Context: an optimization exercise on an open-source flow, tuned for small area. The choices shown serve that exercise and are no tape-out recipe. RTL that was checked went through simulation tests only; none was proved equivalent to the original. Power figures rest on the tool's default switching activity, not on a simulated workload.

==> 02-28: inputs <==
==> flow/design.v <==
module cic3_clkdiv
    (output logic [14:0] bz,       
     output logic [15:0] by,       
     output logic [15:0] bx,       
     output logic        bnd,      
     output logic        nbnd,     
     output logic        keep,     
     output logic        out_ld,   
     output logic        nout_ld,  
     output logic        xfer,     
     output logic        xclr,     
     input  logic        clk,
     input  logic        reset_n);
logic [7:0] q;       
logic       jv;      
function automatic logic [15:0] radd16(input logic [15:0] a, input logic [15:0] b);
    logic c;
    c = 1'b0;
    for (int i = 0; i < 16; i++) begin
        radd16[i] = a[i] ^ b[i] ^ c;
        c = (a[i] & b[i]) | (c & (a[i] ^ b[i]));
    end
endfunction
logic [7:0]  qn;
logic        jvn;
logic [15:0] dz, dy, dx;    
logic [15:0] bz_nx, by_nx, bx_nx;
always_comb begin
    dz = {8'd0, q};
    dx = {8'hff, q};
    dy = 16'd256 - {7'd0, q, 1'b0};
    bz_nx = radd16({1'b0, bz}, dz);
    by_nx = radd16(by, dy);
    bx_nx = radd16(bx, dx);
    qn  = q + 8'd1;
    jvn = jv | (q == 8'd128);
end
always_ff @(posedge clk or negedge reset_n) begin
    if (!reset_n) begin
        q       <= 8'd129;
        jv      <= 1'b0;
        bnd     <= 1'b0;
        nbnd    <= 1'b1;
        keep    <= 1'b0;
        out_ld  <= 1'b0;
        nout_ld <= 1'b1;
        xfer    <= 1'b0;
        xclr    <= 1'b0;
    end else begin
        q       <= qn;
        jv      <= jvn;
        bnd     <= (qn == 8'd0);
        nbnd    <= (qn != 8'd0);
        keep    <= (qn != 8'd0);
        out_ld  <= (qn == 8'd129) & jvn;
        nout_ld <= ~((qn == 8'd129) & jvn);
        xfer    <= (qn >= 8'd130) & (qn <= 8'd154) & jvn;
        xclr    <= (qn >= 8'd130) & (qn <= 8'd154) & ~jvn;
    end
end
always_ff @(posedge clk) begin
    if (q == 8'd129) begin
        bz <= 15'd8385;         
        by <= 16'd49150;        
        bx <= 16'd8001;         
    end else if (q == 8'd255) begin
        bz <= 15'd32640;        
        by <= 16'd32896;        
        bx <= 16'd32896;        
    end else if (q == 8'd0) begin
        bz <= 15'd0;            
        by <= 16'd32896;        
        bx <= 16'd32640;        
    end else begin
        bz <= bz_nx[14:0];
        by <= by_nx;
        bx <= bx_nx;
    end
end
endmodule
module cic3_echip65_noclk
    (output logic [24:0] out,
     input  logic        in,
     input  logic        clk,
     input  logic        reset_n,
     input  logic [14:0] bz,
     input  logic [15:0] by,
     input  logic [15:0] bx,
     input  logic        bnd,
     input  logic        nbnd,
     input  logic        keep,
     input  logic        out_ld,
     input  logic        nout_ld,
     input  logic        xfer,
     input  logic        xclr);
localparam int ROT = 15;    
logic        x;             
logic [21:0] acc_z;
logic [23:0] acc_y;
logic [24:0] acc_x;
logic [24:0] w3, w2, w1;
function automatic logic [24:0] radd(input logic [24:0] a, input logic [15:0] b);
    logic c;
    logic [24:0] bb;
    bb = {9'd0, b};
    c = 1'b0;
    for (int i = 0; i < 25; i++) begin
        radd[i] = a[i] ^ bb[i] ^ c;
        c = (a[i] & bb[i]) | (c & (a[i] ^ bb[i]));
    end
endfunction
logic [24:0] sz, sy, sx;
logic [24:0] w1_rot;
always_comb begin
    sz = radd({3'd0, acc_z}, {1'b0, bz} & {16{x}});
    sy = radd({1'b0, acc_y}, by & {16{x}});
    sx = radd(acc_x, bx & {16{x}});
    for (int i = 0; i < 25; i++) w1_rot[i] = w1[(i + ROT) % 25];
end
always_ff @(posedge clk) begin
    x <= in;
    acc_z <= {22{keep}} & sz[21:0];
    acc_y <= ({24{bnd}} & {2'd0, sz[21:0]}) | ({24{keep}} & sy[23:0]);
    acc_x <= ({25{bnd}} & {1'b0, sy[23:0]}) | ({25{keep}} & sx);
    w3 <= ({25{bnd}} & acc_x) | ({25{nbnd}} & {w3[23:0], w3[24]});
    w2 <= {w2[23:0], xclr ? 1'b0 : (xfer ? w3[24] : w2[24])};
    w1 <= {w1[23:0], xclr ? 1'b0 : (xfer ? w2[24] : w1[24])};
end
always_ff @(posedge clk or negedge reset_n) begin
    if (!reset_n)
        out <= 25'd0;
    else
        out <= ({25{out_ld}} & w1_rot) | ({25{nout_ld}} & out);
end
endmodule
module cic3_echip65_2x12Row
(
output logic [(25-1):0] out0,
output logic [(25-1):0] out1,
output logic [(25-1):0] out2,
output logic [(25-1):0] out3,
output logic [(25-1):0] out4,
output logic [(25-1):0] out5,
output logic [(25-1):0] out6,
output logic [(25-1):0] out7,
output logic [(25-1):0] out8,
output logic [(25-1):0] out9,
output logic [(25-1):0] out10,
output logic [(25-1):0] out11,
output logic [(25-1):0] out12,
output logic [(25-1):0] out13,
output logic [(25-1):0] out14,
output logic [(25-1):0] out15,
output logic [(25-1):0] out16,
output logic [(25-1):0] out17,
output logic [(25-1):0] out18,
output logic [(25-1):0] out19,
output logic [(25-1):0] out20,
output logic [(25-1):0] out21,
output logic [(25-1):0] out22,
output logic [(25-1):0] out23,
input logic [(24-1):0] in,
input logic clk,
input logic reset_n
);
logic [14:0] bz;
logic [15:0] by, bx;
logic bnd, nbnd, keep, out_ld, nout_ld, xfer, xclr;
logic [24:0] outs [24];
cic3_clkdiv ctrl (
    .bz(bz), .by(by), .bx(bx), .bnd(bnd), .nbnd(nbnd), .keep(keep), .out_ld(out_ld),
    .nout_ld(nout_ld), .xfer(xfer), .xclr(xclr), .clk(clk), .reset_n(reset_n));
genvar k;
generate
    for (k = 0; k < 24; k++) begin : FILTERS
        cic3_echip65_noclk ch (
            .out(outs[k]), .in(in[k]), .clk(clk), .reset_n(reset_n),
            .bz(bz), .by(by), .bx(bx), .bnd(bnd), .nbnd(nbnd), .keep(keep),
            .out_ld(out_ld), .nout_ld(nout_ld), .xfer(xfer), .xclr(xclr));
    end
endgenerate
assign out0  = outs[0];
assign out1  = outs[1];
assign out2  = outs[2];
assign out3  = outs[3];
assign out4  = outs[4];
assign out5  = outs[5];
assign out6  = outs[6];
assign out7  = outs[7];
assign out8  = outs[8];
assign out9  = outs[9];
assign out10 = outs[10];
assign out11 = outs[11];
assign out12 = outs[12];
assign out13 = outs[13];
assign out14 = outs[14];
assign out15 = outs[15];
assign out16 = outs[16];
assign out17 = outs[17];
assign out18 = outs[18];
assign out19 = outs[19];
assign out20 = outs[20];
assign out21 = outs[21];
assign out22 = outs[22];
assign out23 = outs[23];
endmodule
==> flow/flow/run.sh <==
#!/bin/bash
# Own layout flow: the standard ORFS flow (standard.sh) with two changes:
#  - the port buffers that buffer_ports inserts are sky130_fd_sc_hd__buf_1
#  - CTS clusters up to 32 sinks within 60 um and inserts no dummy loads
# Every tool's output goes to the ORFS logs under orfs/logs; make's own output
# goes to flow_make.log in this folder.
set -euo pipefail
export BUFFER_PORTS_ARGS="-buffer_cell sky130_fd_sc_hd__buf_1"
export CTS_ARGS="-sink_clustering_enable -repair_clock_nets -sink_clustering_size 32 -sink_clustering_max_diameter 60 -dont_use_dummy_load"
bash standard.sh finish > flow_make.log 2>&1
==> flow/standard.sh <==
#!/bin/bash
# synth_recipe.tcl (not shown) runs the flow's synth.tcl, then flattens the netlist and writes it again
# the make line also repeats each setting of config.mk as NAME=value (left out here)
make -C /OpenROAD-flow-scripts/flow DESIGN_CONFIG=/design/flow/config.mk WORK_HOME=/design/flow/orfs CLKGATE_MAP_FILE= SYNTH_SCRIPT=/design/flow/synth_recipe.tcl "${@:-finish}"
==> flow/config.mk <==
export PLATFORM = sky130hd
export DESIGN_NAME = cic3_echip65_2x12Row
export DESIGN_NICKNAME = cic3_echip65_2x12Row
export VERILOG_FILES = /design/flow/design.v
export SDC_FILE = /design/flow/constraint.sdc
export NUM_CORES = 8
export LEC_CHECK = 0
export CAP_MARGIN = 20
export CORE_MARGIN = 2
export CORE_UTILIZATION = 65
export CTS_CLUSTER_DIAMETER = 60
export CTS_CLUSTER_SIZE = 28
export SLEW_MARGIN = 20
==> flow/constraint.sdc <==
create_clock -name core_clock -period 10.0 [get_ports {clk}]
set_input_delay 2.0000 -clock core_clock [delete_from_list [all_inputs] [get_ports {clk}]]
set_output_delay 2.0000 -clock core_clock [all_outputs]
set_load 0.01 [all_outputs]
==> inputs of 05-16, as changes to 02-28 <==
==> flow/design.v (replaced) <==
module cic3_clkdiv
    (output logic [15:0] wo,       
     output logic [15:0] wm,       
     output logic [15:0] wn,       
     output logic        bnd,      
     output logic        first,    
     output logic        out_ld,   
     output logic        xfer,     
     output logic        xclr,     
     input  logic        clk,
     input  logic        reset_n);
logic [7:0] p;       
logic       jv;      
always_comb begin
    bnd    = (p == 8'd0);
    first  = (p == 8'd130) & ~jv;
    out_ld = (p == 8'd130) & jv;
    xfer   = (p >= 8'd131) & (p <= 8'd155) & jv;
    xclr   = (p >= 8'd131) & (p <= 8'd155) & ~jv;
end
always_ff @(posedge clk or negedge reset_n) begin
    if (!reset_n) begin
        p  <= 8'd130;
        jv <= 1'b0;
        wo <= 16'd8385;    
        wm <= 16'd49150;   
        wn <= 16'd8001;    
    end else begin
        p  <= p + 8'd1;
        if (p == 8'd129) jv <= 1'b1;
        wo <= (p == 8'd255) ? 16'd0     : wo + {8'd0, p};
        wn <= (p == 8'd255) ? 16'd32896 : wn + {8'd0, p} - 16'd256;
        wm <= (p == 8'd255) ? 16'd32640 : wm - {7'd0, p, 1'b0} + 16'd256;
    end
end
endmodule
module cic3_echip65_noclk
    (output logic [24:0] out,
     input  logic        in,
     input  logic        clk,
     input  logic        reset_n,
     input  logic [15:0] wo,
     input  logic [15:0] wm,
     input  logic [15:0] wn,
     input  logic        bnd,
     input  logic        first,
     input  logic        out_ld,
     input  logic        xfer,
     input  logic        xclr);
localparam int ROT = 16;    
logic [21:0] acc_z;
logic [23:0] acc_y;
logic [24:0] acc_x;
logic [24:0] w3, w2, w1;
function automatic logic [24:0] radd(input logic [24:0] a, input logic [15:0] b);
    logic c;
    logic [24:0] bb;
    bb = {9'd0, b};
    c = 1'b0;
    for (int i = 0; i < 25; i++) begin
        radd[i] = a[i] ^ bb[i] ^ c;
        c = (a[i] & bb[i]) | (c & (a[i] ^ bb[i]));
    end
endfunction
logic [24:0] az_in, ay_in, ax_in;
logic [24:0] az_nx, ay_nx, ax_nx;
always_comb begin
    az_in = (bnd | first) ? 25'd0 : {3'd0, acc_z};
    ay_in = bnd ? {3'd0, acc_z} : (first ? 25'd0 : {1'b0, acc_y});
    ax_in = bnd ? {1'b0, acc_y} : (first ? 25'd0 : acc_x);
    az_nx = radd(az_in, wo & {16{in}});
    ay_nx = radd(ay_in, wm & {16{in}});
    ax_nx = radd(ax_in, wn & {16{in}});
end
always_ff @(posedge clk) begin
    acc_z <= az_nx[21:0];
    acc_y <= ay_nx[23:0];
    acc_x <= ax_nx;
    w3 <= bnd ? acc_x : {w3[23:0], w3[24]};
    w2 <= {w2[23:0], xclr ? 1'b0 : (xfer ? w3[24] : w2[24])};
    w1 <= {w1[23:0], xclr ? 1'b0 : (xfer ? w2[24] : w1[24])};
end
always_ff @(posedge clk or negedge reset_n) begin
    if (!reset_n)
        out <= 25'd0;
    else if (out_ld)
        for (int i = 0; i < 25; i++) out[i] <= w1[(i + ROT) % 25];
end
endmodule
module cic3_echip65_2x12Row
(
output logic [(25-1):0] out0,
output logic [(25-1):0] out1,
output logic [(25-1):0] out2,
output logic [(25-1):0] out3,
output logic [(25-1):0] out4,
output logic [(25-1):0] out5,
output logic [(25-1):0] out6,
output logic [(25-1):0] out7,
output logic [(25-1):0] out8,
output logic [(25-1):0] out9,
output logic [(25-1):0] out10,
output logic [(25-1):0] out11,
output logic [(25-1):0] out12,
output logic [(25-1):0] out13,
output logic [(25-1):0] out14,
output logic [(25-1):0] out15,
output logic [(25-1):0] out16,
output logic [(25-1):0] out17,
output logic [(25-1):0] out18,
output logic [(25-1):0] out19,
output logic [(25-1):0] out20,
output logic [(25-1):0] out21,
output logic [(25-1):0] out22,
output logic [(25-1):0] out23,
input logic [(24-1):0] in,
input logic clk,
input logic reset_n
);
logic [15:0] wo, wm, wn;
logic bnd, first, out_ld, xfer, xclr;
logic [24:0] outs [24];
cic3_clkdiv ctrl (
    .wo(wo), .wm(wm), .wn(wn), .bnd(bnd), .first(first), .out_ld(out_ld),
    .xfer(xfer), .xclr(xclr), .clk(clk), .reset_n(reset_n));
genvar k;
generate
    for (k = 0; k < 24; k++) begin : FILTERS
        cic3_echip65_noclk ch (
            .out(outs[k]), .in(in[k]), .clk(clk), .reset_n(reset_n),
            .wo(wo), .wm(wm), .wn(wn), .bnd(bnd), .first(first),
            .out_ld(out_ld), .xfer(xfer), .xclr(xclr));
    end
endgenerate
assign out0  = outs[0];
assign out1  = outs[1];
assign out2  = outs[2];
assign out3  = outs[3];
assign out4  = outs[4];
assign out5  = outs[5];
assign out6  = outs[6];
assign out7  = outs[7];
assign out8  = outs[8];
assign out9  = outs[9];
assign out10 = outs[10];
assign out11 = outs[11];
assign out12 = outs[12];
assign out13 = outs[13];
assign out14 = outs[14];
assign out15 = outs[15];
assign out16 = outs[16];
assign out17 = outs[17];
assign out18 = outs[18];
assign out19 = outs[19];
assign out20 = outs[20];
assign out21 = outs[21];
assign out22 = outs[22];
assign out23 = outs[23];
endmodule
==> flow/run.sh (new file) <==
#!/bin/bash
# synth_recipe.tcl (not shown) runs the flow's synth.tcl, then flattens the netlist and writes it again
# the make line also repeats each setting of config.mk as NAME=value (left out here)
make -C /OpenROAD-flow-scripts/flow DESIGN_CONFIG=/design/flow/config.mk WORK_HOME=/design/flow/orfs CLKGATE_MAP_FILE= SYNTH_SCRIPT=/design/flow/synth_recipe.tcl finish
Settings changed: CORE_UTILIZATION 65 to 40, CTS_CLUSTER_DIAMETER 60 to not set, CTS_CLUSTER_SIZE 28 to not set.
removed: flow/flow/run.sh
removed: flow/standard.sh
==> inputs of 02-25, as changes to 02-28 <==
==> flow/flow/run.sh (replaced) <==
#!/bin/bash
# Own layout flow: the standard ORFS flow (standard.sh) with two changes:
#  - the port buffers that buffer_ports inserts are sky130_fd_sc_hd__buf_1
#  - CTS clusters up to 28 sinks within 60 um and inserts no dummy loads
# Every tool's output goes to the ORFS logs under orfs/logs; make's own output
# goes to flow_make.log in this folder.
set -euo pipefail
export BUFFER_PORTS_ARGS="-buffer_cell sky130_fd_sc_hd__buf_1"
export CTS_ARGS="-sink_clustering_enable -repair_clock_nets -sink_clustering_size 28 -sink_clustering_max_diameter 60 -dont_use_dummy_load"
bash standard.sh finish > flow_make.log 2>&1
Settings changed: CTS_CLUSTER_DIAMETER 60 to not set, CTS_CLUSTER_SIZE 28 to not set, GPL_TIMING_DRIVEN set to 0.
==> comparison table <==
Outcome: 02-25 no timing/DRC/antenna violations; 02-28 no timing/DRC/antenna violations; 05-16 no timing/DRC/antenna violations
Via density per instance: 02-25 5.96; 02-28 5.73; 05-16 4.87
Sequential cell area fraction in the yosys report: 02-25 57.4%; 02-28 57.4%; 05-16 55.7%
Total cell area at the placement stage: 02-25 159000 sq um; 02-28 156000 sq um; 05-16 168000 sq um
Total wirelength of the detailed-routed design: 02-25 462 mm; 02-28 345 mm; 05-16 352 mm
Internal reg-to-reg setup slack: 02-25 130 ps; 02-28 940 ps; 05-16 330 ps
Total leakage power: 02-25 72.8 nW; 02-28 71.1 nW; 05-16 79.3 nW
Combinational share of power: 02-25 26.7%; 02-28 25.7%; 05-16 16.5%
P&R area growth vs syn: 02-25 8.72%; 02-28 6.19%; 05-16 17.8%
Launching instance or port of the critical path: 02-25 ctrl.bx[0]; 02-28 ctrl.by[1]; 05-16 in[22]
Final instance area: 02-25 165000 sq um; 02-28 161000 sq um; 05-16 183000 sq um
Fraction of met2 tracks used by global routing: 02-25 59.7%; 02-28 46.6%; 05-16 29.7%
N_diodes: 02-25 44; 02-28 18; 05-16 21
Seq Cell Count: 02-25 4190; 02-28 4190; 05-16 4160
Clock buf count: 02-25 209; 02-28 201; 05-16 617
Average wire length per cell after detail routing: 02-25 28.0 um; 02-28 21.9 um; 05-16 20.1 um
Setup slack after layout: 02-25 127 ps; 02-28 939 ps; 05-16 167 ps
For 05-16, only the layout was checked, not whether the RTL still works.

==> afterwards: timing with drivers on the ports <==
The results above use ideal ports. As a check the final layouts listed here were re-extracted and re-timed, cells and wires unchanged. Step 1 (the two cells are an assumption about what drives the block):
set clk [get_ports {clk}]
set_driving_cell -lib_cell sky130_fd_sc_hd__clkbuf_16 $clk
set_driving_cell -lib_cell sky130_fd_sc_hd__buf_2 [delete_from_list [all_inputs] $clk]
Step 2 times the ports against the registers' clock, not the clock port: input delays grow and output delays shrink by t, the midpoint of the rising clock arrivals with the driver on. Three values: no drivers, after step 1, after step 2; two values: the first two.
run | t (ns) | slack for setup (ns) | slew at the worst register clock pin (ns) | worst slew at a driven data input, ns
02-28 | 0.943 | 0.939 / 0.939 / 0.939 | 0.12 / 0.12 | 0.34
05-16 | 1.033 | 0.167 / 0.239 / -0.794 | 0.07 / 0.07 | 0.34
02-25 | 0.964 | 0.127 / 0.127 / 0.127 | 0.11 / 0.11 | 0.09
Met with ideal ports but missed after step 2: setup timing in 05-16. The setup slack of 05-16, which loses most, moves by +0.072 ns with the drivers and by -0.961 ns with both steps.
